Optimization exercise on an open flow, not production practice. RTL: at most simulated, not proved equivalent. Function not checked: runs 2 and 3. Power: default activity.

`design/flow/config.mk`:
```
export PLATFORM = sky130hd
export DESIGN_NAME = matmul
export DESIGN_NICKNAME = matmul
export VERILOG_FILES = /design/flow/design.v
export SDC_FILE = /design/flow/constraint.sdc
export NUM_CORES = 4
export LEC_CHECK = 0
export CAP_MARGIN = 20
export CORE_MARGIN = 2
export CORE_UTILIZATION = 60
export CTS_CLUSTER_DIAMETER = 80
export CTS_CLUSTER_SIZE = 30
export SETUP_SLACK_MARGIN = 2.55
export SLEW_MARGIN = 20
```
`design/flow/constraint.sdc`:
```
create_clock -name core_clock -period 5.0 [get_ports {clk_i}]
set_input_delay 1.0000 -clock core_clock [delete_from_list [all_inputs] [get_ports {clk_i}]]
set_output_delay 1.0000 -clock core_clock [all_outputs]
set_load 0.01 [all_outputs]
```
`design/flow/design.v`:
```
`resetall
`timescale 1ns/10ps
module pe (clk_i, bc, ns, bcol, c, x, y);
  input clk_i;
  input [23:0] bc;      
  input [4:0] ns;       
  input [15:0] bcol;    
  input [15:0] c;       
  output reg [15:0] x, y;
  wire w1 = (bc[0] & bcol[0]) ^ bc[2];
  wire w2 = ((bc[0] & bcol[1]) | (bc[1] & bcol[0])) ^ bc[2];
  wire w3 = ((bc[0] & bcol[2]) | (bc[1] & bcol[1])) ^ bc[2];
  wire w4 = ((bc[0] & bcol[3]) | (bc[1] & bcol[2])) ^ bc[2];
  wire w5 = ((bc[0] | bc[1]) & bcol[3]) ^ bc[2];
  wire w6 = ~w5;
  wire w7 = (bc[3] & bcol[0]) ^ bc[5];
  wire w8 = ((bc[3] & bcol[1]) | (bc[4] & bcol[0])) ^ bc[5];
  wire w9 = ((bc[3] & bcol[2]) | (bc[4] & bcol[1])) ^ bc[5];
  wire w10 = ((bc[3] & bcol[3]) | (bc[4] & bcol[2])) ^ bc[5];
  wire w11 = ((bc[3] | bc[4]) & bcol[3]) ^ bc[5];
  wire w12 = ~w11;
  wire w13 = (bc[6] & bcol[4]) ^ bc[8];
  wire w14 = ((bc[6] & bcol[5]) | (bc[7] & bcol[4])) ^ bc[8];
  wire w15 = ((bc[6] & bcol[6]) | (bc[7] & bcol[5])) ^ bc[8];
  wire w16 = ((bc[6] & bcol[7]) | (bc[7] & bcol[6])) ^ bc[8];
  wire w17 = ((bc[6] | bc[7]) & bcol[7]) ^ bc[8];
  wire w18 = ~w17;
  wire w19 = (bc[9] & bcol[4]) ^ bc[11];
  wire w20 = ((bc[9] & bcol[5]) | (bc[10] & bcol[4])) ^ bc[11];
  wire w21 = ((bc[9] & bcol[6]) | (bc[10] & bcol[5])) ^ bc[11];
  wire w22 = ((bc[9] & bcol[7]) | (bc[10] & bcol[6])) ^ bc[11];
  wire w23 = ((bc[9] | bc[10]) & bcol[7]) ^ bc[11];
  wire w24 = ~w23;
  wire w25 = (bc[12] & bcol[8]) ^ bc[14];
  wire w26 = ((bc[12] & bcol[9]) | (bc[13] & bcol[8])) ^ bc[14];
  wire w27 = ((bc[12] & bcol[10]) | (bc[13] & bcol[9])) ^ bc[14];
  wire w28 = ((bc[12] & bcol[11]) | (bc[13] & bcol[10])) ^ bc[14];
  wire w29 = ((bc[12] | bc[13]) & bcol[11]) ^ bc[14];
  wire w30 = ~w29;
  wire w31 = (bc[15] & bcol[8]) ^ bc[17];
  wire w32 = ((bc[15] & bcol[9]) | (bc[16] & bcol[8])) ^ bc[17];
  wire w33 = ((bc[15] & bcol[10]) | (bc[16] & bcol[9])) ^ bc[17];
  wire w34 = ((bc[15] & bcol[11]) | (bc[16] & bcol[10])) ^ bc[17];
  wire w35 = ((bc[15] | bc[16]) & bcol[11]) ^ bc[17];
  wire w36 = ~w35;
  wire w37 = (bc[18] & bcol[12]) ^ bc[20];
  wire w38 = ((bc[18] & bcol[13]) | (bc[19] & bcol[12])) ^ bc[20];
  wire w39 = ((bc[18] & bcol[14]) | (bc[19] & bcol[13])) ^ bc[20];
  wire w40 = ((bc[18] & bcol[15]) | (bc[19] & bcol[14])) ^ bc[20];
  wire w41 = ((bc[18] | bc[19]) & bcol[15]) ^ bc[20];
  wire w42 = ~w41;
  wire w43 = (bc[21] & bcol[12]) ^ bc[23];
  wire w44 = ((bc[21] & bcol[13]) | (bc[22] & bcol[12])) ^ bc[23];
  wire w45 = ((bc[21] & bcol[14]) | (bc[22] & bcol[13])) ^ bc[23];
  wire w46 = ((bc[21] & bcol[15]) | (bc[22] & bcol[14])) ^ bc[23];
  wire w47 = ((bc[21] | bc[22]) & bcol[15]) ^ bc[23];
  wire w48 = ~w47;
  wire w49 = w3 ^ w7 ^ w15;
  wire w50 = (w3 & w7) | (w3 & w15) | (w7 & w15);
  wire w51 = w19 ^ w27;
  wire w52 = w19 & w27;
  wire w53 = w4 ^ w8 ^ w16;
  wire w54 = (w4 & w8) | (w4 & w16) | (w8 & w16);
  wire w55 = w20 ^ w28 ^ w32;
  wire w56 = (w20 & w28) | (w20 & w32) | (w28 & w32);
  wire w57 = w40 ^ w44;
  wire w58 = w40 & w44;
  wire w59 = w5 ^ w9 ^ w17;
  wire w60 = (w5 & w9) | (w5 & w17) | (w9 & w17);
  wire w61 = w21 ^ w29 ^ w33;
  wire w62 = (w21 & w29) | (w21 & w33) | (w29 & w33);
  wire w63 = w41 ^ w45 ^ ns[4];
  wire w64 = (w41 & w45) | (w41 & ns[4]) | (w45 & ns[4]);
  wire w65 = w6 ^ w10 ^ w18;
  wire w66 = (w6 & w10) | (w6 & w18) | (w10 & w18);
  wire w67 = w22 ^ w30 ^ w34;
  wire w68 = (w22 & w30) | (w22 & w34) | (w30 & w34);
  wire w69 = w42 ^ w46;
  wire w70 = w42 & w46;
  wire w71 = w11 ^ w23;
  wire w72 = w11 & w23;
  wire w73 = w1 ^ w13;
  wire w74 = w1 & w13;
  wire w75 = w2 ^ w14 ^ w26;
  wire w76 = (w2 & w14) | (w2 & w26) | (w14 & w26);
  wire w77 = w49 ^ w51 ^ w31;
  wire w78 = (w49 & w51) | (w49 & w31) | (w51 & w31);
  wire w79 = w39 ^ w43;
  wire w80 = w39 & w43;
  wire w81 = w53 ^ w55 ^ w57;
  wire w82 = (w53 & w55) | (w53 & w57) | (w55 & w57);
  wire w83 = ns[3] ^ w50 ^ w52;
  wire w84 = (ns[3] & w50) | (ns[3] & w52) | (w50 & w52);
  wire w85 = w59 ^ w61 ^ w63;
  wire w86 = (w59 & w61) | (w59 & w63) | (w61 & w63);
  wire w87 = w54 ^ w56 ^ w58;
  wire w88 = (w54 & w56) | (w54 & w58) | (w56 & w58);
  wire w89 = w65 ^ w67 ^ w69;
  wire w90 = (w65 & w67) | (w65 & w69) | (w67 & w69);
  wire w91 = w60 ^ w62 ^ w64;
  wire w92 = (w60 & w62) | (w60 & w64) | (w62 & w64);
  wire w93 = w71 ^ w35 ^ w47;
  wire w94 = (w71 & w35) | (w71 & w47) | (w35 & w47);
  wire w95 = w66 ^ w68 ^ w70;
  wire w96 = (w66 & w68) | (w66 & w70) | (w68 & w70);
  wire w97 = w12 ^ w24 ^ w36;
  wire w98 = (w12 & w24) | (w12 & w36) | (w24 & w36);
  wire w99 = ~(w48 ^ w72);
  wire w100 = w48 | w72;
  reg m0;
  reg m1;
  reg m2;
  reg m3;
  reg m4;
  reg m5;
  reg m6;
  reg m7;
  reg m8;
  reg m9;
  reg m10;
  reg m11;
  reg m12;
  reg m13;
  reg m14;
  reg m15;
  reg m16;
  reg m17;
  reg m18;
  reg m19;
  reg m20;
  reg m21;
  reg m22;
  reg m23;
  reg m24;
  reg m25;
  reg m26;
  reg m27;
  reg m28;
  reg m29;
  reg m30;
  reg m31;
  reg m32;
  reg m33;
  always @(posedge clk_i) begin
    m0 <= w73;
    m1 <= w25;
    m2 <= w37;
    m3 <= ns[0];
    m4 <= w75;
    m5 <= w38;
    m6 <= ns[1];
    m7 <= w74;
    m8 <= w77;
    m9 <= w79;
    m10 <= ns[2];
    m11 <= w76;
    m12 <= w81;
    m13 <= w83;
    m14 <= w78;
    m15 <= w80;
    m16 <= w85;
    m17 <= w87;
    m18 <= w82;
    m19 <= w84;
    m20 <= w89;
    m21 <= w91;
    m22 <= w86;
    m23 <= w88;
    m24 <= w93;
    m25 <= w95;
    m26 <= w90;
    m27 <= w92;
    m28 <= w97;
    m29 <= w99;
    m30 <= w94;
    m31 <= w96;
    m32 <= w98;
    m33 <= w100;
  end
  wire w101 = m0 ^ m1;
  wire w102 = m0 & m1;
  wire w103 = m4 ^ m5 ^ m6;
  wire w104 = (m4 & m5) | (m4 & m6) | (m5 & m6);
  wire w105 = m8 ^ m9 ^ m10;
  wire w106 = (m8 & m9) | (m8 & m10) | (m9 & m10);
  wire w107 = m12 ^ m13 ^ m14;
  wire w108 = (m12 & m13) | (m12 & m14) | (m13 & m14);
  wire w109 = m16 ^ m17 ^ m18;
  wire w110 = (m16 & m17) | (m16 & m18) | (m17 & m18);
  wire w111 = m20 ^ m21 ^ m22;
  wire w112 = (m20 & m21) | (m20 & m22) | (m21 & m22);
  wire w113 = m24 ^ m25 ^ m26;
  wire w114 = (m24 & m25) | (m24 & m26) | (m25 & m26);
  wire w115 = m28 ^ m29 ^ m30;
  wire w116 = (m28 & m29) | (m28 & m30) | (m29 & m30);
  wire w117 = ~m32;
  wire w118 = w101 ^ m2;
  wire w119 = w101 & m2;
  wire w120 = w103 ^ m7 ^ w102;
  wire w121 = (w103 & m7) | (w103 & w102) | (m7 & w102);
  wire w122 = w105 ^ m11 ^ w104;
  wire w123 = (w105 & m11) | (w105 & w104) | (m11 & w104);
  wire w124 = w107 ^ m15 ^ w106;
  wire w125 = (w107 & m15) | (w107 & w106) | (m15 & w106);
  wire w126 = w109 ^ m19 ^ w108;
  wire w127 = (w109 & m19) | (w109 & w108) | (m19 & w108);
  wire w128 = w111 ^ m23 ^ w110;
  wire w129 = (w111 & m23) | (w111 & w110) | (m23 & w110);
  wire w130 = w113 ^ m27 ^ w112;
  wire w131 = (w113 & m27) | (w113 & w112) | (m27 & w112);
  wire w132 = w115 ^ m31 ^ w114;
  wire w133 = (w115 & m31) | (w115 & w114) | (m31 & w114);
  wire w134 = w117 ^ m33 ^ w116;
  wire w135 = (w117 & m33) | (w117 & w116) | (m33 & w116);
  wire w136 = w118 ^ m3 ^ c[0];
  wire w137 = (w118 & m3) | (w118 & c[0]) | (m3 & c[0]);
  wire w138 = w120 ^ w119 ^ c[1];
  wire w139 = (w120 & w119) | (w120 & c[1]) | (w119 & c[1]);
  wire w140 = w122 ^ w121 ^ c[2];
  wire w141 = (w122 & w121) | (w122 & c[2]) | (w121 & c[2]);
  wire w142 = w124 ^ w123 ^ c[3];
  wire w143 = (w124 & w123) | (w124 & c[3]) | (w123 & c[3]);
  wire w144 = w126 ^ w125 ^ c[4];
  wire w145 = (w126 & w125) | (w126 & c[4]) | (w125 & c[4]);
  wire w146 = w128 ^ w127 ^ c[5];
  wire w147 = (w128 & w127) | (w128 & c[5]) | (w127 & c[5]);
  wire w148 = w130 ^ w129 ^ c[6];
  wire w149 = (w130 & w129) | (w130 & c[6]) | (w129 & c[6]);
  wire w150 = w132 ^ w131 ^ c[7];
  wire w151 = (w132 & w131) | (w132 & c[7]) | (w131 & c[7]);
  wire w152 = w134 ^ w133 ^ c[8];
  wire w153 = (w134 & w133) | (w134 & c[8]) | (w133 & c[8]);
  wire w154 = m32 ^ w135 ^ c[9];
  wire w155 = (m32 & w135) | (m32 & c[9]) | (w135 & c[9]);
  wire w156 = ~c[10];
  wire w157 = ~c[11];
  wire w158 = ~c[12];
  wire w159 = ~c[13];
  wire w160 = ~c[14];
  wire w161 = ~c[15];
  always @(posedge clk_i) begin
    x <= {w161, w160, w159, w158, w157, w156, w154, w152, w150, w148, w146, w144, w142, w140, w138, w136};
    y <= {c[14], c[13], c[12], c[11], c[10], w155, w153, w151, w149, w147, w145, w143, w141, w139, w137, 1'b0};
  end
endmodule
`resetall
`timescale 1ns/10ps
module matmul #(parameter BUS_WIDTH = 16, parameter DATA_WIDTH = 4, parameter ADDR_WIDTH = 32, parameter SP_NTARGETS = 4) (
  clk_i, rst_ni, psel_i, penable_i, pwrite_i, pstrb_i, pwdata_i, paddr_i,
  pready_o, pslverr_o, prdata_o, busy_o, done_o);
  input clk_i, rst_ni, psel_i, penable_i, pwrite_i;
  input [3:0] pstrb_i;
  input [15:0] pwdata_i;
  input [31:0] paddr_i;
  output reg pready_o, pslverr_o;
  output reg [15:0] prdata_o;
  output reg busy_o, done_o;
  reg        rst_q;             
  reg [6:2]  a_q;
  reg [4:0]  typ;               
  reg [15:0] rs_oh;             
  reg [3:0]  col_oh;            
  reg [3:0]  brow;              
  reg [3:0]  arp;               
  reg [3:0]  awp;               
  reg [15:0] wd_q;
  reg [3:0]  st_q;
  reg        wr_q;
  reg [3:0]  ph;                
  wire [3:0] rsn = {paddr_i[3:2], paddr_i[8:7]} + ph + 4'd1;
  wire [1:0] ph0 = ph[1:0];
  always @(posedge clk_i) begin
    rst_q  <= ~rst_ni;
    a_q    <= paddr_i[6:2];
    typ    <= paddr_i[4] ? 5'b10000 : (5'b00001 << paddr_i[3:2]);
    rs_oh  <= 16'd1 << rsn;
    col_oh <= 4'd1 << paddr_i[6:5];
    brow   <= 4'd1 << paddr_i[6:5];
    arp    <= 4'd1 << (paddr_i[6:5] + ph0 + 2'd1);
    awp    <= 4'd1 << (paddr_i[6:5] + ph0 + 2'd2);
    wd_q   <= pwdata_i;
    st_q   <= pstrb_i;
    wr_q   <= pwrite_i;
  end
  always @(posedge clk_i)
    if (!rst_ni) ph <= 4'd0;
    else         ph <= ph + 4'd1;
  reg [15:1] ctl;
  reg [3:0]  valid;             
  reg [3:0]  nb;                
  reg        nbacc;             
  reg [15:0] flags;
  reg        wr_act;            
  reg [3:0]  cnt;               
  reg [1:0]  dly;
  reg        slowop;
  wire acc     = psel_i & penable_i;
  wire wr_acc  = acc & wr_q;
  wire wr_ok   = wr_acc & (|st_q) & ~busy_o;
  wire ctl_wr  = wr_ok & typ[0];
  wire a_wr    = wr_ok & typ[1];
  wire b_wr    = wr_ok & typ[2];
  wire start   = ctl_wr & wd_q[0];
  wire same_dims = (wd_q[13:8] == ctl[13:8]);
  wire near    = wd_q[1] & valid[wd_q[5:4]] & nb[wd_q[5:4]];
  wire [1:0] n = ctl[9:8];
  wire [1:0] k = ctl[11:10];
  wire [1:0] m = ctl[13:12];
  wire [1:0] nn = wd_q[9:8];       
  wire [1:0] kn = wd_q[11:10];
  wire [1:0] mn = wd_q[13:12];
  always @(posedge clk_i) begin
    pready_o <= psel_i & rst_ni;
    if (!rst_ni) begin
      pslverr_o <= 1'b0;
      wr_act <= 1'b0; cnt <= 4'd0; dly <= 2'd0; slowop <= 1'b0;
      busy_o <= 1'b0; done_o <= 1'b0;
    end else begin
      if (wr_acc & (~|st_q | busy_o)) pslverr_o <= 1'b1;
      done_o <= wr_act & (cnt == 4'd14);
      if (start) busy_o <= 1'b1;
      else if (done_o) busy_o <= 1'b0;
      if (start) begin
        if (same_dims & ~near) begin wr_act <= 1'b1; cnt <= 4'd12; end
        else begin dly <= 2'd3; slowop <= near; end
      end else begin
        if (dly != 2'd0) begin
          dly <= dly - 2'd1;
          if (dly == 2'd1) begin wr_act <= 1'b1; cnt <= {~slowop, ~slowop, 2'b00}; end
        end
        if (wr_act) begin
          cnt <= cnt + 4'd1;
          if (cnt == 4'd15) wr_act <= 1'b0;
        end
      end
    end
  end
  always @(posedge clk_i)
    if (rst_q) ctl <= 15'd0;
    else if (ctl_wr) ctl <= wd_q[15:1];
  reg [63:0] Ar, Bm;
  genvar gr, gj;
  generate
    for (gr = 0; gr < 4; gr = gr + 1) begin : g_row
      wire [1:0] rin = gr - 1 - ph0;    
      for (gj = 0; gj < 4; gj = gj + 1) begin : g_col
        always @(posedge clk_i) begin
          if (rst_q)
            Ar[16*gr+4*gj +: 4] <= 4'd0;
          else if (a_wr && awp[gr] && st_q[gj] && a_q[6:5] <= n && gj <= k)
            Ar[16*gr+4*gj +: 4] <= wd_q[4*gj +: 4];
          else if (ctl_wr && (rin > nn || gj > kn))
            Ar[16*gr+4*gj +: 4] <= 4'd0;
          else
            Ar[16*gr+4*gj +: 4] <= Ar[16*((gr+3)%4)+4*gj +: 4];
        end
        always @(posedge clk_i) begin
          if (rst_q)
            Bm[16*gr+4*gj +: 4] <= 4'd0;
          else if (b_wr && brow[gr] && st_q[gj] && gr <= k && gj <= m)
            Bm[16*gr+4*gj +: 4] <= wd_q[4*gj +: 4];
          else if (ctl_wr && (gr > kn || gj > mn))
            Bm[16*gr+4*gj +: 4] <= 4'd0;
        end
      end
    end
  endgenerate
  reg [1:0] q3;
  always @(posedge clk_i) begin
    if (!rst_ni)          q3 <= 2'd3;
    else if (start)       q3 <= {~near, ~near};
    else if (wr_act)      q3 <= (cnt <= 4'd11) ? cnt[3:2] + 2'd1 : 2'd3;
    else if (dly != 2'd0) q3 <= {~slowop, ~slowop};
    else                  q3 <= 2'd3;
  end
  wire [15:0] arow = Ar[15:0];
  wire [15:0] arm  = {arow[15:12] & {4{q3 == 2'd3}}, arow[11:8] & {4{q3[1]}},
                      arow[7:4] & {4{q3 != 2'd0}}, arow[3:0]};
  reg [23:0] bc;     
  reg [4:0]  ns;     
  wire [23:0] bcn;
  genvar gq, gk;
  generate
    for (gq = 0; gq < 4; gq = gq + 1) begin : g_enc
      wire [4:0] x = {arm[4*gq +: 4], 1'b0};
      for (gk = 0; gk < 2; gk = gk + 1) begin : g_dig
        wire b0 = x[2*gk], b1 = x[2*gk+1], b2 = x[2*gk+2];
        assign bcn[6*gq+3*gk]   = b1 ^ b0;                                
        assign bcn[6*gq+3*gk+1] = (b2 & ~b1 & ~b0) | (~b2 & b1 & b0);     
        assign bcn[6*gq+3*gk+2] = b2 & ~(b1 & b0);                        
      end
    end
  endgenerate
  wire [2:0] n0 = bcn[2] + bcn[8] + bcn[14] + bcn[20];
  wire [2:0] n1 = bcn[5] + bcn[11] + bcn[17] + bcn[23];
  always @(posedge clk_i) begin
    bc <= bcn;
    ns <= {n1, 2'b00} + {2'b00, n0};
  end
  reg [1023:0] ring;    
  wire [1:0] kw  = ctl[3:2] + ph[3:2];     
  wire [1:0] wj  = kw + 2'd1;
  wire [1:0] rc  = ~ph[1:0];               
  wire       wen = wr_act & (cnt[3:2] == 2'd3);
  wire [1:0] rt_s  = ctl_wr ? wd_q[5:4] : (busy_o & ~done_o) ? ctl[5:4] : pwdata_i[5:4];
  wire       md_s  = ctl_wr ? wd_q[1]   : (busy_o & ~done_o) ? ctl[1]   : pwdata_i[1];
  wire [3:0] ph2   = ph + 4'd2;
  wire       lastw = wen & (cnt[1:0] == 2'd3);        
  wire [3:0] vnx   = valid | ({3'd0, lastw} << ctl[3:2]);
  reg  [3:0] cse;                                     
  always @(posedge clk_i)
    cse <= (4'b0001 << (rt_s + ph2[3:2])) & {4{md_s & vnx[rt_s] & ~rst_q}};
  wire [63:0] cin = (ring[64*2 +: 64] & {64{cse[0]}}) | (ring[64*6 +: 64] & {64{cse[1]}}) |
                    (ring[64*10 +: 64] & {64{cse[2]}}) | (ring[64*14 +: 64] & {64{cse[3]}});
  wire [63:0] xs, ys;
  reg  [7:0]  cs;    
  genvar gc;
  generate
    for (gc = 0; gc < 4; gc = gc + 1) begin : g_dot
      pe u_pe (.clk_i(clk_i), .bc(bc), .ns(ns),
               .bcol({Bm[48+4*gc +: 4], Bm[32+4*gc +: 4], Bm[16+4*gc +: 4], Bm[4*gc +: 4]}),
               .c(cin[16*gc +: 16]), .x(xs[16*gc +: 16]), .y(ys[16*gc +: 16]));
      always @(posedge clk_i)
        cs[2*gc +: 2] <= {cin[16*gc+15], cin[16*gc+15] ^ cin[16*gc+14]};
    end
  endgenerate
  wire [63:0] res;
  wire [3:0]  ovf;
  generate
    for (gc = 0; gc < 4; gc = gc + 1) begin : g_acc
      wire [15:0] r = xs[16*gc +: 16] + ys[16*gc +: 16];
      assign res[16*gc +: 16] = r;
      assign ovf[gc] = (cs[2*gc+1] ^ r[15]) & cs[2*gc];
    end
  endgenerate
  genvar gs;
  generate
    for (gs = 0; gs < 16; gs = gs + 1) begin : g_ring
      if (gs % 4 == 0) begin : g_wp
        always @(posedge clk_i)
          if (wen && wj == gs / 4) ring[64*gs +: 64] <= res;
          else ring[64*gs +: 64] <= ring[64*((gs + 15) % 16) +: 64];
      end else begin : g_sh
        always @(posedge clk_i) ring[64*gs +: 64] <= ring[64*(gs - 1) +: 64];
      end
    end
  endgenerate
  reg [3:0]  ovq;
  reg [3:0]  ovrow;              
  wire [15:0] ovf16 = {{4{ovrow[3]}} & ovq, {4{ovrow[2]}} & ovq, {4{ovrow[1]}} & ovq, {4{ovrow[0]}} & ovq};
  wire       nbr = cs[0] | cs[2] | cs[4] | cs[6];
  always @(posedge clk_i) begin
    ovq   <= ovf;
    ovrow <= wr_act ? 4'b0001 << rc : 4'b0000;
    if (rst_q) begin
      valid <= 4'd0;
      nb    <= 4'd0;
      nbacc <= 1'b0;
      flags <= 16'd0;
      ovrow <= 4'b0000;
    end else begin
      if (start) flags <= 16'd0;
      else flags <= flags | ovf16;
      if (wen) nbacc <= (cnt[1:0] != 2'd0 && nbacc) || nbr;
      if (lastw) begin
        valid[ctl[3:2]] <= 1'b1;
        nb[ctl[3:2]]    <= nbacc | nbr;
      end
    end
  end
  reg [15:0] rel;
  integer is, ic;
  always @(*) begin
    rel = 16'd0;
    for (is = 0; is < 16; is = is + 1)
      for (ic = 0; ic < 4; ic = ic + 1)
        rel = rel | (ring[64*is+16*ic +: 16] & {16{rs_oh[is] & col_oh[ic]}});
  end
  wire [15:0] ard = (Ar[15:0] & {16{arp[0]}}) | (Ar[31:16] & {16{arp[1]}}) |
                    (Ar[47:32] & {16{arp[2]}}) | (Ar[63:48] & {16{arp[3]}});
  wire [15:0] brd = (Bm[15:0] & {16{brow[0]}}) | (Bm[31:16] & {16{brow[1]}}) |
                    (Bm[47:32] & {16{brow[2]}}) | (Bm[63:48] & {16{brow[3]}});
  always @(posedge clk_i)
    prdata_o <= ({ctl, 1'b0} & {16{typ[0]}}) | (ard & {16{typ[1]}}) | (brd & {16{typ[2]}}) |
                ((flags | ovf16) & {16{typ[3]}}) | (rel & {16{typ[4] & valid[a_q[3:2]]}});
endmodule
```
`design/flow/run.sh`:
```
#!/bin/bash
# synth_recipe.tcl (not shown) runs the flow's synth.tcl, then flattens the netlist and writes it again
# the make line also repeats each setting of config.mk as NAME=value (left out here)
make -C /OpenROAD-flow-scripts/flow DESIGN_CONFIG=/design/flow/config.mk WORK_HOME=/design/flow/orfs CLKGATE_MAP_FILE= SYNTH_SCRIPT=/design/flow/synth_recipe.tcl finish
```
==> results of run 1 <==
## final timing paths
| path | to | cells past startpoint |
|---|---|---|
| hold reg to reg | g_dot[3].u_pe.m10$_DFF_P_ | 0 |
| setup / recovery | ring[63]$_DFF_P_ | 11 |
| hold / removal | g_dot[3].u_pe.m10$_DFF_P_ | 0 |
| setup reg to reg | ring[63]$_DFF_P_ | 11 |
## metrics by stage
step / setup slack, ns / total power [uW] / cells
2_1_floorplan: 2.04 / 13600 / 5632
4_1_cts: 2.33 / 20800 / 6888
5_1_grt: 2.36 / 21400 / 6943
3_5_place_dp: 1.22 / 14100 / 6699
6_report: 2.36 / 21000 / 6944
3_3_place_gp: 1.24 / 14100 / 6699
## worst max-delay path, delay by kind of cell (launching register included)
family / cells / cell delay (ns)
compound gates: 4 / 0.99
fa+ha+maj: 2 / 0.39
flops: 1 / 0.36
mux: 1 / 0.27
xor+xnor: 1 / 0.23
buf+inv: 2 / 0.22
simple gates: 1 / 0.05
## cells in the mapped netlist, drive strengths merged, types with 5 or more instances
master	count
a211o	5
a211oi	13
a21boi	6
a21o	31
a21oi	151
a221oi	68
a222oi	63
a22o	152
a22oi	609
a31o	7
a31oi	9
a32oi	5
and2	21
and3	25
and4	5
buf	81
clkbuf	265
dfxtp	1585
fa	183
ha	125
inv	301
mux2	48
mux2i	13
nand2	786
nand2b	15
nand3	197
nand4	62
nor2	217
nor2b	43
nor3	18
nor3b	9
nor4	5
o211ai	24
o21a	15
o21ai	159
o21bai	5
or2	6
or3	9
xnor2	177
xor2	69
## registers in the layout, indices dropped and copies added (netlist names), 5 cells and up
register and flops:
rs_oh 16, Ar 64, ns 5, bc 24, Bm 64, g_dot.u_pe.x 64, cs 8, g_dot.u_pe.y 60
wd_q 16, ring 1024, ctl 15, typ 5, flags 16, prdata_o 16
## where the power goes
part / switching [uW] / total (uW) / internal (uW) / leakage [uW]
sequential: 246 / 12900 / 12700 / 0.0128
combinational: 896 / 1290 / 390 / 0.0126
clock: 4080 / 6780 / 2700 / 0.000976
## logic make-up (layout without fill, tap and decap cells)
kind of cell | after synthesis | in the layout | share of synthesized area (%)
xor+xnor | 247 | 247 | 3.74
flops | 1585 | 1585 | 54.3
mux | 62 | 62 | 1.21
simple gates | 1427 | 1429 | 10.7
compound gates | 1356 | 1356 | 16.9
other cells | 0 | 1 | 0
buf+inv | 647 | 680 | 4.22
fa+ha+maj | 308 | 308 | 8.94
## placed cells by master, fill, tap and decap left out, types with 60 or more instances in the layout
| cell | synthesis | routed |
|---|---|---|
| a21oi_1 | 151 | 142 |
| a222oi_1 | 63 | 63 |
| a22o_1 | 152 | 152 |
| a22oi_1 | 609 | 603 |
| buf_4 | 1 | 148 |
| clkbuf_16 | 0 | 73 |
| dfxtp_1 | 1585 | 1515 |
| fa_1 | 183 | 179 |
| ha_1 | 125 | 107 |
| inv_1 | 301 | 298 |
| nand2_1 | 786 | 781 |
| nand3_1 | 197 | 185 |
| nand4_1 | 62 | 62 |
| nor2_1 | 216 | 198 |
| o21ai_0 | 158 | 146 |
| xnor2_1 | 176 | 157 |
| xor2_1 | 69 | 60 |
## routing by layer
metal	wire, um	up-vias
met1	80500	22000
met2	87600	3103
li1	-	19600
met4	13700	8
met5	56	-
met3	26200	647
## cell type report
cell class / instances / area (sq um) / area share, %
inverters: 301 / 1130 / 1.73
multi-input cells: 3402 / 25600 / 39.1
clock buffers: 75 / 1790 / 2.73
clock inverters: 15 / 203 / 0.310
well taps: 1276 / 1600 / 2.44
flip-flops and latches: 1585 / 31900 / 48.7
diodes: 1 / 2.50 / 0.00382
repair buffers: 289 / 3220 / 4.92
## timing repair
action / 4_1_cts / 5_1_grt
gates resized for setup: 246 / 147
setup endpoints to repair: 505 / 340
setup buffers: 93 / 52
pin swaps: 58 / 70
cloned: 6 / 3
==> qor.yml, run 1 <==
outcome:
  status: "no timing/DRC/antenna violations"
die:
  fp.dieH_um: 316
  num_rows: 114
  start_util_pct: 60.5
  dieArea_sq_mm: 0.0999
  fp.dieW_um: 316
  core_sq_mm: 0.0966
  io_pins: 77
routing:
  drt-total-wl_um: 208000
  first_pass_iters: 9
  detail_route.vias_per_cell: 6.54
  drt_iter0_drc: 7010
  ant_nets: 0
  num_vias: 45400
  wl_per_cell_um: 30.0
  drc_errors: 0
flow_run:
  cap_viol_max_count: 0
yosys:
  syn_inst: 5632
  ys_seq_area_share_pct: 54.3
  yosysTopAreaCell: "dfxtp_1"
  synth_seq_cells: 1585
  synth_nets: 5997
  yosysWarnings: 2
  ys.flop_type: "dfxtp_1"
  yosys.cell_types.count: 77
  synth_edf_count: 0
  yosysTopAreaCellShare_pct: 54.3
  synthesis.area_sq_mm: 0.0585
  synth.area.top_cells: "dfxtp_1, a22oi_1, fa_1"
  syn_area_per_cell_sq_um: 10.4
  async_flop_share_pct: 0
cells_and_area:
  nFillCells: 7427
  syn_to_final_growth_pct: 12.0
  final_util_pct: 67.8
  final_cell_area_sq_mm: 0.0655
  drive_above_1_share_pct: 11.4
  nets: 6010
global_route:
  use_met3_pct: 9.47
  antenna_found_initial: 9
  use_met2_pct: 59.4
  use_met1_pct: 54.8
  grt_max_degree: 89
  first_global_vias: 43400
  grt_pass1_wl_um: 293000
  top_usage_layer: "met2"
  grt_overflow: 0
  grt_use_total_pct: 40.3
sta:
  max_slew_margin_pct: 21.4
  fin_hold_ws_ns: 0.332
  fmax_mhz: 379
  rsz0062_at_grt: "yes"
  setup_tns_ns: 0
  final_hold_viol_count: 0
  maxSlewViolCount: 0
  period_minus_slack_ns: 2.64
  worst_pin_slew_ns: 1.18
  finClkSkew_ns: 0.0428
  finalSetupViolCount: 0
  period_share_pct: 52.7
setup_path:
  rrSetupSlack_ns: 2.36
  required_ns: 5.57
  path_max_fanout: 4
  worst_setup_path_start_kind: "flop"
  rr_startpoint: "g_dot[3].u_pe.y[1]$_DFF_P_"
  cp-end-kind: "flop"
  slowest_stage: "dfxtp_2"
  worstPathCellList: "ha_4 > inv_2 > fa_2 > nor2b_2 > o31a_1 > o221a_4 > o31ai_4 > mux2i_2 > buf_6 > xor2_4 > o21ai_1"
  arrival_ns: 3.21
  cp-startpoint: "g_dot[3].u_pe.y[1]$_DFF_P_"
  critPathKind: "reg2reg"
  max_stage_delay_ns: 0.36
clock_network:
  insertion_delay_ns: 0.70
  cts_buffer_depth: 3
  cts_buffers: 66
  htree_levels: 3
  cts_sinks: 1585
  cts_root_buf: "clkbuf_16"
  clk_pin_slew_ns: 0.11
  holdBufCountCts: 0
  cts_tree: "built"
pwr:
  power_density_mw_per_mm2: 321
  max-vdd-ir-drop_mv: 0.349
  p_leak_uw: 0.0264
placement:
  dpl-instance-area_sq_mm: 0.0602
  numPortBuffers: 51
  gp_congestion: 0.930
  dpl.hpwl_um: 127000
hold_path:
  min-delay-start: "ns[2]$_DFF_P_"
  hold_path.class: "reg2reg"
Testbench counts, summed over its fixed seeds: cycles 17,085.
==> inputs of run 2 (changes only) <==
--- a/design/flow/design.v
+++ b/design/flow/design.v
@@ -256,32 +256,20 @@
   output reg [15:0] prdata_o;
   output reg busy_o, done_o;
   reg        rst_q;             
-  reg [6:2]  a_q;
   reg [4:0]  typ;               
   reg [15:0] rs_oh;             
   reg [3:0]  col_oh;            
-  reg [3:0]  brow;              
   reg [3:0]  arp;               
   reg [3:0]  awp;               
+  reg        arok, brok;        
+  reg [3:0]  alane, blane;      
+  reg [3:1]  hit;               
   reg [15:0] wd_q;
   reg [3:0]  st_q;
   reg        wr_q;
   reg [3:0]  ph;                
   wire [3:0] rsn = {paddr_i[3:2], paddr_i[8:7]} + ph + 4'd1;
   wire [1:0] ph0 = ph[1:0];
-  always @(posedge clk_i) begin
-    rst_q  <= ~rst_ni;
-    a_q    <= paddr_i[6:2];
-    typ    <= paddr_i[4] ? 5'b10000 : (5'b00001 << paddr_i[3:2]);
-    rs_oh  <= 16'd1 << rsn;
-    col_oh <= 4'd1 << paddr_i[6:5];
-    brow   <= 4'd1 << paddr_i[6:5];
-    arp    <= 4'd1 << (paddr_i[6:5] + ph0 + 2'd1);
-    awp    <= 4'd1 << (paddr_i[6:5] + ph0 + 2'd2);
-    wd_q   <= pwdata_i;
-    st_q   <= pstrb_i;
-    wr_q   <= pwrite_i;
-  end
   always @(posedge clk_i)
     if (!rst_ni) ph <= 4'd0;
     else         ph <= ph + 4'd1;
@@ -294,6 +282,23 @@
   reg [3:0]  cnt;               
   reg [1:0]  dly;
   reg        slowop;
+  wire       lastw = wr_act & (cnt == 4'd15);         
+  wire [3:0] vnx   = valid | ({3'd0, lastw} << ctl[3:2]);
+  always @(posedge clk_i) begin
+    rst_q  <= ~rst_ni;
+    typ    <= paddr_i[4] ? 5'b10000 : (5'b00001 << paddr_i[3:2]);
+    rs_oh  <= (16'd1 << rsn) & {16{paddr_i[4] & vnx[paddr_i[3:2]]}};    
+    col_oh <= 4'd1 << paddr_i[6:5];
+    arp    <= 4'd1 << (paddr_i[6:5] + ph0 + 2'd1);
+    awp    <= 4'd1 << (paddr_i[6:5] + ph0 + 2'd2);
+    arok   <= paddr_i[6:5] <= ctl[9:8];
+    brok   <= paddr_i[6:5] <= ctl[11:10];
+    alane  <= pstrb_i & {ctl[11:10] == 2'd3, ctl[11:10] >= 2'd2, ctl[11:10] != 2'd0, 1'b1};
+    blane  <= pstrb_i & {ctl[13:12] == 2'd3, ctl[13:12] >= 2'd2, ctl[13:12] != 2'd0, 1'b1};
+    wd_q   <= pwdata_i;
+    st_q   <= pstrb_i;
+    wr_q   <= pwrite_i;
+  end
   wire acc     = psel_i & penable_i;
   wire wr_acc  = acc & wr_q;
   wire wr_ok   = wr_acc & (|st_q) & ~busy_o;
@@ -303,6 +308,9 @@
   wire start   = ctl_wr & wd_q[0];
   wire same_dims = (wd_q[13:8] == ctl[13:8]);
   wire near    = wd_q[1] & valid[wd_q[5:4]] & nb[wd_q[5:4]];
+  wire czero   = ~(wd_q[1] & valid[wd_q[5:4]]);
+  wire start_f = start & same_dims & ~near & czero & ~hit[3];    
+  wire start_g = start & same_dims & ~near & ~(czero & ~hit[3]);  
   wire [1:0] n = ctl[9:8];
   wire [1:0] k = ctl[11:10];
   wire [1:0] m = ctl[13:12];
@@ -321,7 +329,8 @@
       if (start) busy_o <= 1'b1;
       else if (done_o) busy_o <= 1'b0;
       if (start) begin
-        if (same_dims & ~near) begin wr_act <= 1'b1; cnt <= 4'd12; end
+        if (start_f) begin wr_act <= 1'b1; cnt <= 4'd13; end
+        else if (start_g) begin wr_act <= 1'b1; cnt <= 4'd12; end
         else begin dly <= 2'd3; slowop <= near; end
       end else begin
         if (dly != 2'd0) begin
@@ -347,7 +356,7 @@
         always @(posedge clk_i) begin
           if (rst_q)
             Ar[16*gr+4*gj +: 4] <= 4'd0;
-          else if (a_wr && awp[gr] && st_q[gj] && a_q[6:5] <= n && gj <= k)
+          else if (a_wr && awp[gr] && alane[gj] && arok)
             Ar[16*gr+4*gj +: 4] <= wd_q[4*gj +: 4];
           else if (ctl_wr && (rin > nn || gj > kn))
             Ar[16*gr+4*gj +: 4] <= 4'd0;
@@ -357,7 +366,7 @@
         always @(posedge clk_i) begin
           if (rst_q)
             Bm[16*gr+4*gj +: 4] <= 4'd0;
-          else if (b_wr && brow[gr] && st_q[gj] && gr <= k && gj <= m)
+          else if (b_wr && col_oh[gr] && blane[gj] && brok)
             Bm[16*gr+4*gj +: 4] <= wd_q[4*gj +: 4];
           else if (ctl_wr && (gr > kn || gj > mn))
             Bm[16*gr+4*gj +: 4] <= 4'd0;
@@ -397,19 +406,24 @@
     bc <= bcn;
     ns <= {n1, 2'b00} + {2'b00, n0};
   end
+  always @(posedge clk_i)
+    hit <= {hit[2:1], a_wr & awp[1] & arok & (|alane)};
   reg [1023:0] ring;    
-  wire [1:0] kw  = ctl[3:2] + ph[3:2];     
-  wire [1:0] wj  = kw + 2'd1;
+  wire [1:0] wt_s = ctl_wr ? wd_q[3:2] : (busy_o & ~done_o) ? ctl[3:2] : pwdata_i[3:2];
+  wire [3:0] ph1 = ph + 4'd1;
+  reg  [3:0] wpo;
+  always @(posedge clk_i)
+    wpo <= 4'b0001 << (wt_s + ph1[3:2] + 2'd1);
   wire [1:0] rc  = ~ph[1:0];               
-  wire       wen = wr_act & (cnt[3:2] == 2'd3);
+  wire       wen = (wr_act & (cnt[3:2] == 2'd3)) | start_f;
   wire [1:0] rt_s  = ctl_wr ? wd_q[5:4] : (busy_o & ~done_o) ? ctl[5:4] : pwdata_i[5:4];
-  wire       md_s  = ctl_wr ? wd_q[1]   : (busy_o & ~done_o) ? ctl[1]   : pwdata_i[1];
+  wire       md_s  = ctl_wr ? wd_q[1]   : (busy_o & ~done_o) ? ctl[1]   :
+                     pwdata_i[1] & psel_i & ~penable_i;
   wire [3:0] ph2   = ph + 4'd2;
-  wire       lastw = wen & (cnt[1:0] == 2'd3);        
-  wire [3:0] vnx   = valid | ({3'd0, lastw} << ctl[3:2]);
-  reg  [3:0] cse;                                     
+  reg  [3:0] cseq;                                    
   always @(posedge clk_i)
-    cse <= (4'b0001 << (rt_s + ph2[3:2])) & {4{md_s & vnx[rt_s] & ~rst_q}};
+    cseq <= (4'b0001 << (rt_s + ph2[3:2])) & {4{md_s & vnx[rt_s] & ~rst_q}};
+  wire [3:0] cse   = cseq;
   wire [63:0] cin = (ring[64*2 +: 64] & {64{cse[0]}}) | (ring[64*6 +: 64] & {64{cse[1]}}) |
                     (ring[64*10 +: 64] & {64{cse[2]}}) | (ring[64*14 +: 64] & {64{cse[3]}});
   wire [63:0] xs, ys;
@@ -428,7 +442,8 @@
   wire [3:0]  ovf;
   generate
     for (gc = 0; gc < 4; gc = gc + 1) begin : g_acc
-      wire [15:0] r = xs[16*gc +: 16] + ys[16*gc +: 16];
+      wire [15:0] r;
+      add16 u_add (.a(xs[16*gc +: 16]), .b(ys[16*gc +: 16]), .s(r));
       assign res[16*gc +: 16] = r;
       assign ovf[gc] = (cs[2*gc+1] ^ r[15]) & cs[2*gc];
     end
@@ -438,7 +453,7 @@
     for (gs = 0; gs < 16; gs = gs + 1) begin : g_ring
       if (gs % 4 == 0) begin : g_wp
         always @(posedge clk_i)
-          if (wen && wj == gs / 4) ring[64*gs +: 64] <= res;
+          if (wen && wpo[gs / 4]) ring[64*gs +: 64] <= res;
           else ring[64*gs +: 64] <= ring[64*((gs + 15) % 16) +: 64];
       end else begin : g_sh
         always @(posedge clk_i) ring[64*gs +: 64] <= ring[64*(gs - 1) +: 64];
@@ -451,7 +466,7 @@
   wire       nbr = cs[0] | cs[2] | cs[4] | cs[6];
   always @(posedge clk_i) begin
     ovq   <= ovf;
-    ovrow <= wr_act ? 4'b0001 << rc : 4'b0000;
+    ovrow <= (wr_act | start_f) ? 4'b0001 << rc : 4'b0000;
     if (rst_q) begin
       valid <= 4'd0;
       nb    <= 4'd0;
@@ -461,7 +476,8 @@
     end else begin
       if (start) flags <= 16'd0;
       else flags <= flags | ovf16;
-      if (wen) nbacc <= (cnt[1:0] != 2'd0 && nbacc) || nbr;
+      if (start_f) nbacc <= nbr;
+      else if (wen) nbacc <= (cnt[1:0] != 2'd0 && nbacc) || nbr;
       if (lastw) begin
         valid[ctl[3:2]] <= 1'b1;
         nb[ctl[3:2]]    <= nbacc | nbr;
@@ -478,9 +494,50 @@
   end
   wire [15:0] ard = (Ar[15:0] & {16{arp[0]}}) | (Ar[31:16] & {16{arp[1]}}) |
                     (Ar[47:32] & {16{arp[2]}}) | (Ar[63:48] & {16{arp[3]}});
-  wire [15:0] brd = (Bm[15:0] & {16{brow[0]}}) | (Bm[31:16] & {16{brow[1]}}) |
-                    (Bm[47:32] & {16{brow[2]}}) | (Bm[63:48] & {16{brow[3]}});
+  wire [15:0] brd = (Bm[15:0] & {16{col_oh[0]}}) | (Bm[31:16] & {16{col_oh[1]}}) |
+                    (Bm[47:32] & {16{col_oh[2]}}) | (Bm[63:48] & {16{col_oh[3]}});
   always @(posedge clk_i)
     prdata_o <= ({ctl, 1'b0} & {16{typ[0]}}) | (ard & {16{typ[1]}}) | (brd & {16{typ[2]}}) |
-                ((flags | ovf16) & {16{typ[3]}}) | (rel & {16{typ[4] & valid[a_q[3:2]]}});
+                ((flags | ovf16) & {16{typ[3]}}) | rel;
+endmodule
+module add16 (a, b, s);
+  input  [15:0] a, b;
+  output [15:0] s;
+  wire [15:0] g0 = a & b;
+  wire [15:0] p0 = a ^ b;
+  wire [15:0] g1, p1, g2, p2, g3, p3, g4, p4;
+  genvar i;
+  generate
+    for (i = 0; i < 16; i = i + 1) begin : g_l
+      if (i % 2 == 1) begin : g_a1
+        assign g1[i] = g0[i] | (p0[i] & g0[i-1]);
+        assign p1[i] = p0[i] & p0[i-1];
+      end else begin : g_b1
+        assign g1[i] = g0[i];
+        assign p1[i] = p0[i];
+      end
+      if (i % 4 >= 2) begin : g_a2
+        assign g2[i] = g1[i] | (p1[i] & g1[i - i % 4 + 1]);
+        assign p2[i] = p1[i] & p1[i - i % 4 + 1];
+      end else begin : g_b2
+        assign g2[i] = g1[i];
+        assign p2[i] = p1[i];
+      end
+      if (i % 8 >= 4) begin : g_a3
+        assign g3[i] = g2[i] | (p2[i] & g2[i - i % 8 + 3]);
+        assign p3[i] = p2[i] & p2[i - i % 8 + 3];
+      end else begin : g_b3
+        assign g3[i] = g2[i];
+        assign p3[i] = p2[i];
+      end
+      if (i % 16 >= 8) begin : g_a4
+        assign g4[i] = g3[i] | (p3[i] & g3[7]);
+        assign p4[i] = p3[i] & p3[7];
+      end else begin : g_b4
+        assign g4[i] = g3[i];
+        assign p4[i] = p3[i];
+      end
+    end
+  endgenerate
+  assign s = p0 ^ {g4[14:0], 1'b0};
 endmodule
==> run 2 against run 1 <==
Final cell count shrank 4.3%; combinational power shrank 48%; still clean on timing, DRC and antenna; count of clock-buffer cells in the layout shrank 8; global-route usage grew 2.5 points; highest routed layer unchanged; non-clock buffer count is the same; power shrank 4.3%; flip-flop and latch count grew 10; via count shrank 0.85%; clock skew shrank 0.0022 ns; worst hold slack gained 0.0019 ns; fmax grew 1.7%.
==> qor.yml, run 2 <==
yosys:
  yosysWarnings: 2
  ys.flop_type: "dfxtp_1"
  synth.area.top_cells: "dfxtp_1, a22oi_1, fa_1"
  synth_edf_count: 0
  synthesis.area_sq_mm: 0.0590
  yosysTopAreaCellShare_pct: 54.1
  synth_nets: 5683
  syn_inst: 5308
  yosysMostFrequentCell: "dfxtp_1"
  async_flop_share_pct: 0
  ys_seq_area_share_pct: 54.1
  yosysTopAreaCell: "dfxtp_1"
  synth_seq_cells: 1595
  yosys.cell_types.count: 69
  ys_top_cells_by_count: "dfxtp_1, a22oi_1, inv_1, nand2_1, clkbuf_1"
  syn_area_per_cell_sq_um: 11.1
sta:
  finalSetupViolCount: 0
  finClkSkew_ns: 0.0406
  final_hold_viol_count: 0
  fmax_mhz: 386
  maxSlewViolCount: 0
  max_slew_margin_pct: 18.8
  setup_tns_ns: 0
  rsz0062_at_grt: "yes"
  period_minus_slack_ns: 2.59
  fin_hold_ws_ns: 0.334
  worst_pin_slew_ns: 1.21
  period_share_pct: 51.8
routing:
  first_pass_iters: 9
  ant_nets: 0
  drc_errors: 0
  wl_per_cell_um: 33.6
  drt-total-wl_um: 223000
  detail_route.vias_per_cell: 6.78
  num_vias: 45100
  drt_iter0_drc: 6846
global_route:
  antenna_found_initial: 12
  grt_pass1_wl_um: 311000
  grt_max_degree: 94
  first_global_vias: 43200
  grt_use_total_pct: 42.8
  grt_overflow: 0
clock_network:
  cts_root_buf: "clkbuf_16"
  clk_pin_slew_ns: 0.12
  insertion_delay_ns: 0.77
  cts_buffers: 61
  cts_sinks: 1595
  cts_buffer_depth: 3
  cts_tree: "built"
  htree_levels: 2
setup_path:
  rr_startpoint: "st_q[0]$_DFF_P_"
  max_stage_delay_ns: 0.42
  worstPathCellList: "buf_12 > or4_4 > and4_4 > and2_4 > and4b_4 > o21ai_4 > buf_12 > buf_12 > buf_16 > mux2_1"
  arrival_ns: 3.24
  crit_top_cell: "buf_12"
  critPathKind: "reg2reg"
  cp-startpoint: "st_q[0]$_DFF_P_"
  critPathBufInv: 4
  worst_setup_path_start_kind: "flop"
  required_ns: 5.64
  path_max_fanout: 6
  cp-end-kind: "flop"
  crit_family: "simple AND/OR/NAND/NOR gates"
  slowest_stage: "or4_4"
placement:
  numPortBuffers: 51
  gp_congestion: 0.951
  dpl.hpwl_um: 141000
die:
  fp.dieH_um: 318
  fp.dieW_um: 318
  io_pins: 77
  num_rows: 115
  start_util_pct: 60.3
  core_sq_mm: 0.0978
  dieArea_sq_mm: 0.101
cells_and_area:
  multi_input_area_sq_mm: 0.0259
  layout_common_cells: "dfxtp_1, a22oi_1, inv_1, nand2_1, mux2_4"
  nFillCells: 7518
  regMostFlops: "ring"
  syn_to_final_growth_pct: 12.8
  largest_reg_flops: 1024
  drive_above_1_share_pct: 14.1
  layout_commonest_cell: "dfxtp_1"
  nets: 5708
  final_util_pct: 68.0
  seqCellArea_sq_mm: 0.0321
pwr:
  max-vdd-ir-drop_mv: 0.387
  p_leak_uw: 0.0268
  power_density_mw_per_mm2: 302
flow_run:
  cap_viol_max_count: 0
hold_path:
  hold_path.class: "reg2reg"
  min-delay-start: "ring[853]$_DFF_P_"
outcome:
  status: "no timing/DRC/antenna violations"
-- run 2: cells by family (layout without fill, tap and decap cells) --
kind of cell             Yosys count  in the layout  synth area share, %
other                              0             11                    0
flip-flops                      1595           1595                 54.1
XOR/XNOR                         225            225                 3.34
AO/OA/AOI/OAI                   1304           1304                 16.0
buffers and inverters            661            703                 4.53
multiplexers                     275            275                 5.22
adder cells (fa/ha/maj)          318            318                 9.18
AND/OR/NAND/NOR                  930            930                 7.60
-- run 2: metrics by stage --
| stage | area [sq um] | total power [uW] | cells | worst slack, ns |
|---|---|---|---|---|
| CTS | 65400 | 20000 | 6595 | 2.43 |
| global route | 66500 | 20500 | 6637 | 2.38 |
| floorplan | 59400 | 13500 | 5308 | 2.13 |
| finish | 66500 | 20100 | 6648 | 2.41 |
| detailed placement | 61000 | 13800 | 6414 | 1.06 |
| global placement | 61000 | 13800 | 6413 | 1.11 |
-- run 2: routing by layer --
metal | track usage (%) | wire length [um] | up-vias
met2 | 63.1 | 93500 | 3241
met5 | 0 | 62 | -
met1 | 57.2 | 86100 | 22100
li1 | - | - | 18900
met4 | 23.0 | 14700 | 10
met3 | 11.9 | 28900 | 771
-- run 2: timing repair --
action / in CTS / in global routing
pin swaps: 28 / 27
resized for setup: 309 / 151
endpoints found under the setup margin: 519 / 349
setup buffers: 72 / 38
cloned: 29 / 3
hold buffers: 0 / 0
-- run 2: final cells by class --
cell class              instances  area share (%)
well taps                    1287            2.42
clock inverters                13           0.286
repair buffers                289            5.76
multi-input cells            3052            38.9
diodes                         11          0.0414
flip-flops and latches       1595            48.3
inverters                     334            1.92
clock buffers                  67            2.38
-- run 2: path summary, 6_finish.rpt --
check / endpoint / slack, ns / cells past startpoint
worst max-delay path: ring[1]$_DFF_P_ / 2.41 / 10
worst min-delay path: ring[917]$_DFF_P_ / 0.33 / 0
worst max register to register: ring[1]$_DFF_P_ / 2.41 / 10
worst min register to register: ring[917]$_DFF_P_ / 0.33 / 0
-- run 2: power by group --
part           total, uW  internal (uW)  switching [uW]
Combinational        673            223             450
Sequential         13000          12800             187
Clock               6460           2420            4040
==> inputs of run 3 (changes only) <==
--- a/design/flow/config.mk
+++ b/design/flow/config.mk
@@ -10,5 +10,5 @@
 export CORE_UTILIZATION = 60
 export CTS_CLUSTER_DIAMETER = 80
 export CTS_CLUSTER_SIZE = 30
-export SETUP_SLACK_MARGIN = 2.55
+export SETUP_SLACK_MARGIN = 2.75
 export SLEW_MARGIN = 20
==> run 3 against run 2 <==
Synthesized cell count unchanged; die area unchanged; routed wire length increased by 2.9%; clock skew decreased by 0.00084 ns; flip-flop and latch count unchanged; power increased by 2.0%; area after synthesis unchanged; clock power increased by 4.8%; utilization increased by 1.9 points; via count increased by 2.1%; critical endpoint is now ring[822]$_DFF_P_.
==> qor.yml, run 3 <==
sta:
  setup_tns_ns: 0
  rsz0062_at_grt: "yes"
  fin_hold_ws_ns: 0.335
  finClkSkew_ns: 0.0397
  period_minus_slack_ns: 2.60
  finalSetupViolCount: 0
  maxSlewViolCount: 0
  worst_pin_slew_ns: 1.30
  fmax_mhz: 384
  max_slew_margin_pct: 13.2
  final_hold_viol_count: 0
  period_share_pct: 52.0
routing:
  wl_per_cell_um: 34.2
  drt-total-wl_um: 230000
  detail_route.vias_per_cell: 6.85
  drc_errors: 0
  ant_nets: 0
  drt_iter0_drc: 7019
  first_pass_iters: 9
  num_vias: 46000
pwr:
  power_frac_clock_pct: 33.0
  p_total_uw: 20500
  p_leak_uw: 0.0274
  power_density_mw_per_mm2: 300
  comb_power_share_pct: 3.8
  switching_power_uw: 4790
  p_seq_share_pct: 63.2
  max-vdd-ir-drop_mv: 0.341
  power.internal_uw: 15700
  netSwitchingFraction_pct: 23.4
yosys:
  syn_area_per_cell_sq_um: 11.1
  synthesis.area_sq_mm: 0.0590
  yosys.cell_types.count: 69
  synth_seq_cells: 1595
  yosysTopAreaCell: "dfxtp_1"
  synth_edf_count: 0
  yosysTopAreaCellShare_pct: 54.1
  ys.flop_type: "dfxtp_1"
  synth_nets: 5683
  synth.area.top_cells: "dfxtp_1, a22oi_1, fa_1"
  yosysMostFrequentCell: "dfxtp_1"
  ys_seq_area_share_pct: 54.1
  syn_inst: 5308
  ys_top_cells_by_count: "dfxtp_1, a22oi_1, inv_1, nand2_1, clkbuf_1"
  async_flop_share_pct: 0
  yosysWarnings: 2
die:
  fp.dieH_um: 318
  io_pins: 77
  dieArea_sq_mm: 0.101
  num_rows: 115
  start_util_pct: 60.3
  fp.dieW_um: 318
  core_sq_mm: 0.0978
clock_network:
  holdBufCountCts: 0
  cts_sinks: 1595
  insertion_delay_ns: 0.72
  cts_root_buf: "clkbuf_16"
  cts_buffers: 66
  cts_buffer_depth: 3
  clk_pin_slew_ns: 0.11
  htree_levels: 3
  cts_tree: "built"
flow_run:
  cap_viol_max_count: 0
cells_and_area:
  drive_above_1_share_pct: 19.3
  largest_reg_flops: 1024
  final_util_pct: 69.9
  layout_commonest_cell: "dfxtp_1"
  regMostFlops: "ring"
  nets: 5778
  syn_to_final_growth_pct: 16.0
  finalNonFillerCells: 6721
  layout_common_cells: "dfxtp_1, a22oi_1, inv_1, nand2_1, mux2_4"
setup_path:
  required_ns: 5.58
  worstPathCellList: "mux4_2 > nand2_1 > and4b_4 > o21ai_4 > buf_12 > buf_12 > buf_16 > mux2_4"
  slowest_stage: "dfxtp_2"
  cp-end-kind: "flop"
  crit_top_cell: "buf_12"
  max_stage_delay_ns: 0.66
  rr_startpoint: "wd_q[5]$_DFF_P_"
  path_max_fanout: 12
  reg2reg_to: "ring[822]$_DFF_P_"
  critPathKind: "reg2reg"
  arrival_ns: 3.19
  reg2reg_depth: 8
  rrSetupSlack_ns: 2.40
  worst_setup_path_start_kind: "flop"
outcome:
  status: "no timing/DRC/antenna violations"
global_route:
  antenna_found_initial: 17
  grt_overflow: 0
  grt_use_total_pct: 43.4
  grt_pass1_wl_um: 315000
  grt_max_degree: 93
  first_global_vias: 43400
placement:
  gp_congestion: 0.956
  dpl.hpwl_um: 141000
  numPortBuffers: 51
  place_inst: 6423
hold_path:
  hold_path.class: "reg2reg"
  min-delay-start: "ring[49]$_DFF_P_"
  hold_depth: 0
  worstHoldEndpoint: "ring[113]$_DFF_P_"
==> run 3: cell types whose count changed in the layout (fill, tap and decap cells not counted), moves of 19 or more <==
cell and delta:
a22oi_2 +27, dfxtp_1 -26, buf_2 +19, a22oi_1 -27
buf_4 +48, ha_1 -20
==> run 3: cell families after synthesis <==
kind of cell | count (synthesis) | share of synthesized area [%]
compound gates | 1304 | 16.0
simple gates | 930 | 7.60
flops | 1595 | 54.1
mux | 275 | 5.22
fa+ha+maj | 318 | 9.18
buf+inv | 661 | 4.53
xor+xnor | 225 | 3.34
==> run 3: metrics by stage <==
stage,setup WS [ns],cell area [sq um]
3_3_place_gp,1.16,61300
2_1_floorplan,2.13,59700
4_1_cts,2.42,66200
6_report,2.40,68400
5_1_grt,2.32,68400
3_5_place_dp,1.13,61300
==> run 3: worst max-delay path, delay by kind of cell (launching register included) <==
family,cells,cell delay (ns)
compound gates,1,0.08
flops,1,0.66
simple gates,2,0.49
buf+inv,3,0.49
mux,2,0.75
==> run 3: how the worst max path moves through the flow <==
stage	to	depth (start not counted)	from	slack, ns
6_report	ring[822]$_DFF_P_	8	wd_q[5]$_DFF_P_	2.40
5_1_grt	prdata_o[0]$_DFF_P_	5	col_oh[1]$_SDFF_PP0_	2.32
4_1_cts	ring[790]$_DFF_P_	10	st_q[0]$_DFF_P_	2.42
3_5_place_dp	ring[288]$_DFF_P_	8	psel_i	1.13
3_3_place_gp	ring[278]$_DFF_P_	8	psel_i	1.16
2_1_floorplan	ring[31]$_DFF_P_	9	penable_i	2.13
==> run 3: repair_timing <==
action / CTS / global route
setup endpoints to repair: 577 / 446
hold endpoints to repair: 0 / 0
gates cloned: 19 / 10
pin swaps: 71 / 113
gates resized for setup: 445 / 328
buffers inserted: 102 / 68
==> run 3: layer usage <==
| layer | GRT usage (%) | share of wire, % | up-vias |
|---|---|---|---|
| met3 | 12.1 | 13 | 831 |
| met1 | 57.3 | 37 | 22700 |
| li1 | - | - | 19100 |
| met4 | 25.5 | 7.7 | 14 |
| met2 | 64.1 | 42 | 3409 |
| met5 | 0 | 0.045 | - |
==> run 3: cell type report <==
cell class	instances	area (sq um)
Multi-Input combinational cell	3052	27000
Timing Repair Buffer	354	4370
Tap cell	1287	1610
Fill cell	7232	29400
Sequential cell	1595	32200
Clock buffer	75	1800
Antenna cell	9	22.5
Inverter	334	1300
Clock inverter	15	144
==> run 3: power by group through the flow <==
| stage | combinational (uW) | sequential, uW | clock [uW] |
|---|---|---|---|
| 2_1_floorplan | 394 | 13100 | 0 |
| 3_3_place_gp | 536 | 13300 | 0 |
| 3_5_place_dp | 543 | 13300 | 0 |
| 4_1_cts | 673 | 13000 | 6750 |
| 5_1_grt | 796 | 13000 | 7180 |
| 6_report | 773 | 13000 | 6770 |
==> inputs of run 4 (changes only) <==
--- a/design/flow/design.v
+++ b/design/flow/design.v
@@ -265,8 +265,6 @@
   reg [3:0]  alane, blane;      
   reg [3:1]  hit;               
   reg [15:0] wd_q;
-  reg [3:0]  st_q;
-  reg        wr_q;
   reg [3:0]  ph;                
   wire [3:0] rsn = {paddr_i[3:2], paddr_i[8:7]} + ph + 4'd1;
   wire [1:0] ph0 = ph[1:0];
@@ -284,6 +282,13 @@
   reg        slowop;
   wire       lastw = wr_act & (cnt == 4'd15);         
   wire [3:0] vnx   = valid | ({3'd0, lastw} << ctl[3:2]);
+  wire       nbacc_n;                                  
+  wire [3:0] nbx   = lastw ? (nb & ~(4'b0001 << ctl[3:2])) | ({3'd0, nbacc_n} << ctl[3:2]) : nb;
+  wire       bsn   = busy_o & ~done_o;                 
+  wire       sd_p  = pwdata_i[13:8] == ctl[13:8];
+  wire       near_p = pwdata_i[1] & vnx[pwdata_i[5:4]] & nbx[pwdata_i[5:4]];
+  wire       cz_p  = ~(pwdata_i[1] & vnx[pwdata_i[5:4]]);
+  reg        okq, errq, stq, nearq, sfq, sgq;
   always @(posedge clk_i) begin
     rst_q  <= ~rst_ni;
     typ    <= paddr_i[4] ? 5'b10000 : (5'b00001 << paddr_i[3:2]);
@@ -296,21 +301,22 @@
     alane  <= pstrb_i & {ctl[11:10] == 2'd3, ctl[11:10] >= 2'd2, ctl[11:10] != 2'd0, 1'b1};
     blane  <= pstrb_i & {ctl[13:12] == 2'd3, ctl[13:12] >= 2'd2, ctl[13:12] != 2'd0, 1'b1};
     wd_q   <= pwdata_i;
-    st_q   <= pstrb_i;
-    wr_q   <= pwrite_i;
+    okq    <= pwrite_i & (|pstrb_i) & ~bsn;
+    errq   <= pwrite_i & (~(|pstrb_i) | bsn);
+    stq    <= pwrite_i & (|pstrb_i) & ~bsn & (paddr_i[4:2] == 3'b000) & pwdata_i[0];
+    nearq  <= near_p;
+    sfq    <= sd_p & ~near_p & cz_p & ~hit[2];
+    sgq    <= sd_p & ~near_p & ~(cz_p & ~hit[2]);
   end
   wire acc     = psel_i & penable_i;
-  wire wr_acc  = acc & wr_q;
-  wire wr_ok   = wr_acc & (|st_q) & ~busy_o;
+  wire wr_ok   = acc & okq;
   wire ctl_wr  = wr_ok & typ[0];
   wire a_wr    = wr_ok & typ[1];
   wire b_wr    = wr_ok & typ[2];
-  wire start   = ctl_wr & wd_q[0];
-  wire same_dims = (wd_q[13:8] == ctl[13:8]);
-  wire near    = wd_q[1] & valid[wd_q[5:4]] & nb[wd_q[5:4]];
-  wire czero   = ~(wd_q[1] & valid[wd_q[5:4]]);
-  wire start_f = start & same_dims & ~near & czero & ~hit[3];    
-  wire start_g = start & same_dims & ~near & ~(czero & ~hit[3]);  
+  wire start   = acc & stq;
+  wire near    = nearq;
+  wire start_f = start & sfq;
+  wire start_g = start & sgq;
   wire [1:0] n = ctl[9:8];
   wire [1:0] k = ctl[11:10];
   wire [1:0] m = ctl[13:12];
@@ -324,7 +330,7 @@
       wr_act <= 1'b0; cnt <= 4'd0; dly <= 2'd0; slowop <= 1'b0;
       busy_o <= 1'b0; done_o <= 1'b0;
     end else begin
-      if (wr_acc & (~|st_q | busy_o)) pslverr_o <= 1'b1;
+      if (acc & errq) pslverr_o <= 1'b1;
       done_o <= wr_act & (cnt == 4'd14);
       if (start) busy_o <= 1'b1;
       else if (done_o) busy_o <= 1'b0;
@@ -464,6 +470,7 @@
   reg [3:0]  ovrow;              
   wire [15:0] ovf16 = {{4{ovrow[3]}} & ovq, {4{ovrow[2]}} & ovq, {4{ovrow[1]}} & ovq, {4{ovrow[0]}} & ovq};
   wire       nbr = cs[0] | cs[2] | cs[4] | cs[6];
+  assign nbacc_n = nbacc | nbr;
   always @(posedge clk_i) begin
     ovq   <= ovf;
     ovrow <= (wr_act | start_f) ? 4'b0001 << rc : 4'b0000;
--- a/design/flow/config.mk
+++ b/design/flow/config.mk
@@ -10,5 +10,5 @@
 export CORE_UTILIZATION = 60
 export CTS_CLUSTER_DIAMETER = 80
 export CTS_CLUSTER_SIZE = 30
-export SETUP_SLACK_MARGIN = 2.75
+export SETUP_SLACK_MARGIN = 2.45
 export SLEW_MARGIN = 20
==> run 4 against run 3 <==
Area after synthesis down 1.3%; sequential share of layout area up 4.5 points; utilization down 5.3 points; combinational power down 39%; highest routed layer unchanged; routed wire length down 12%; clock skew down 0.016 ns; still clean on timing, DRC and antenna; largest power group unchanged; worst hold slack better by 0.0012 ns; register-to-register slack about the same; fmax up 0.20%; largest cell class unchanged; critical path depth down 2; first-iteration DRC count down 13%.
==> qor.yml, run 4 <==
pwr:
  power.internal_uw: 15300
  comb_power_share_pct: 2.4
  p_seq_share_pct: 65.4
  p_total_uw: 19900
  power_frac_clock_pct: 32.2
  max-vdd-ir-drop_mv: 0.316
  p_leak_uw: 0.0240
  switching_power_uw: 4540
  power_density_mw_per_mm2: 319
  netSwitchingFraction_pct: 22.9
yosys:
  synth_seq_cells: 1596
  yosysWarnings: 2
  syn_area_per_cell_sq_um: 10.6
  yosysMostFrequentCell: "dfxtp_1"
  synth_edf_count: 0
  synthesis.area_sq_mm: 0.0582
  synth.area.top_cells: "dfxtp_1, a22oi_1, fa_1"
  yosysTopAreaCellShare_pct: 54.9
  yosysTopAreaCell: "dfxtp_1"
  ys.flop_type: "dfxtp_1"
  syn_inst: 5470
  ys_top_cells_by_count: "dfxtp_1, a22oi_1, nand2_1, inv_1, o21ai_0"
  synth_nets: 5845
  yosys.cell_types.count: 71
  ys_seq_area_share_pct: 54.9
  async_flop_share_pct: 0
placement:
  gp_congestion: 0.958
  numPortBuffers: 51
  dpl.hpwl_um: 136000
setup_path:
  worst_setup_path_start_kind: "flop"
  worstPathCellList: "buf_4 > nand3_1 > nand2_1 > a311oi_1 > o2111ai_1 > or4_1"
  critPathKind: "reg2reg"
  path_max_fanout: 35
  rrSetupSlack_ns: 2.40
  rr_startpoint: "col_oh[2]$_SDFF_PN0_"
  critPathBufInv: 1
  crit_family: "simple AND/OR/NAND/NOR gates"
  arrival_ns: 3.18
  max_stage_delay_ns: 0.70
  slowest_stage: "or4_1"
  cp-end-kind: "flop"
  reg2reg_depth: 6
  required_ns: 5.58
  reg2reg_to: "prdata_o[6]$_DFF_P_"
hold_path:
  worstHoldEndpoint: "g_dot[3].u_pe.m6$_DFF_P_"
  hold_depth: 0
  hold_path.class: "reg2reg"
  min-delay-start: "ns[1]$_DFF_P_"
global_route:
  grt_max_degree: 94
  grt_overflow: 0
  grt_use_total_pct: 39.9
  first_global_vias: 42000
  antenna_found_initial: 18
  grt_pass1_wl_um: 289000
sta:
  period_minus_slack_ns: 2.60
  finClkSkew_ns: 0.0241
  rsz0062_at_grt: "yes"
  maxSlewViolCount: 0
  max_slew_margin_pct: 24.3
  fmax_mhz: 385
  period_share_pct: 51.9
  finalSetupViolCount: 0
  worst_pin_slew_ns: 1.14
  setup_tns_ns: 0
  final_hold_viol_count: 0
clock_network:
  cts_tree: "built"
  cts_sinks: 1596
  insertion_delay_ns: 0.76
  clk_pin_slew_ns: 0.11
  htree_levels: 2
  cts_buffers: 61
  cts_root_buf: "clkbuf_16"
  cts_buffer_depth: 3
die:
  start_util_pct: 60.4
  dieArea_sq_mm: 0.0995
  io_pins: 77
  fp.dieH_um: 316
  num_rows: 114
  fp.dieW_um: 316
  core_sq_mm: 0.0964
routing:
  drc_errors: 0
  wl_per_cell_um: 30.6
  detail_route.vias_per_cell: 6.58
  drt_iter0_drc: 6092
  ant_nets: 0
  drt-total-wl_um: 203000
  num_vias: 43800
  first_pass_iters: 9
flow_run:
  cap_viol_max_count: 0
cells_and_area:
  largest_reg_flops: 1024
  drive_above_1_share_pct: 7.06
  regMostFlops: "ring"
  nets: 5722
  syn_to_final_growth_pct: 7.01
  layout_commonest_cell: "dfxtp_1"
  layout_common_cells: "dfxtp_1, a22oi_1, nand2_1, inv_1, o21ai_0"
outcome:
  status: "no timing/DRC/antenna violations"
[run 4: power by group through the flow]
stage	Clock (uW)	Sequential (uW)	Combinational, uW
4_1_cts	6410	13000	440
3_5_place_dp	0	13300	432
6_report	6410	13000	468
3_3_place_gp	0	13300	424
5_1_grt	6860	13000	496
2_1_floorplan	0	13100	347
[run 4: per-stage QoR]
step	worst slack [ns]	hold slack [ns]	instance area, sq um	instances	util, %
finish	2.40	0.336	62300	6650	64.6
detailed placement	1.28	0.318	59900	6538	62.1
floorplan	2.40	0.310	58300	5470	-
CTS	2.40	0.338	62000	6633	64.3
global placement	1.35	0.313	59900	6538	62.1
global route	2.34	0.345	62300	6643	64.6
[run 4: cells by family (layout without fill, tap and decap cells)]
| family | after synthesis | after routing | share of synthesized area, % |
|---|---|---|---|
| AND/OR/NAND/NOR | 1081 | 1082 | 8.33 |
| other | 0 | 7 | 0 |
| AO/OA/AOI/OAI | 1504 | 1504 | 18.2 |
| flip-flops | 1596 | 1596 | 54.9 |
| adder cells (fa/ha/maj) | 318 | 318 | 9.30 |
| buffers and inverters | 655 | 551 | 4.27 |
| XOR/XNOR | 236 | 236 | 3.55 |
| multiplexers | 80 | 80 | 1.52 |
[run 4: repair_timing]
item	CTS	global route
endpoints found under the hold margin	0	0
gates resized for setup	84	43
setup endpoints to repair	381	129
pin swaps	8	9
hold buffers	0	0
setup buffers	11	10
gates cloned	1	0
[run 4: worst max path at each step]
stage	start	to	slack, ns	cells past startpoint
finish	col_oh[2]$_SDFF_PN0_	prdata_o[6]$_DFF_P_	2.40	6
global route	rs_oh[1]$_DFF_P_	prdata_o[9]$_DFF_P_	2.34	6
CTS	col_oh[3]$_SDFF_PN0_	prdata_o[8]$_DFF_P_	2.40	6
detailed placement	psel_i	ring[8]$_DFF_P_	1.28	6
global placement	penable_i	ring[0]$_DFF_P_	1.35	6
floorplan	psel_i	wpo[2]$_SDFF_PN0_	2.40	10
[run 4: cell type report]
type	instances	area, sq um
Antenna cell	7	17.5
Clock inverter	13	158
Fill cell	7887	34100
Multi-Input combinational cell	3220	24200
Tap cell	1276	1600
Timing Repair Buffer	156	1490
Inverter	312	1180
Clock buffer	70	1610
Sequential cell	1596	32100
[run 4: metal layers]
layer | wire length (um) | up-vias | track usage, %
met1 | 80500 | 21500 | 54.1
met2 | 86400 | 2641 | 59.6
met4 | 11800 | 16 | 19.1
li1 | - | 19000 | -
met5 | 107 | - | 0
met3 | 24500 | 607 | 10.7
Testbench counts of run 4, summed over its fixed seeds: cycles 16,898.
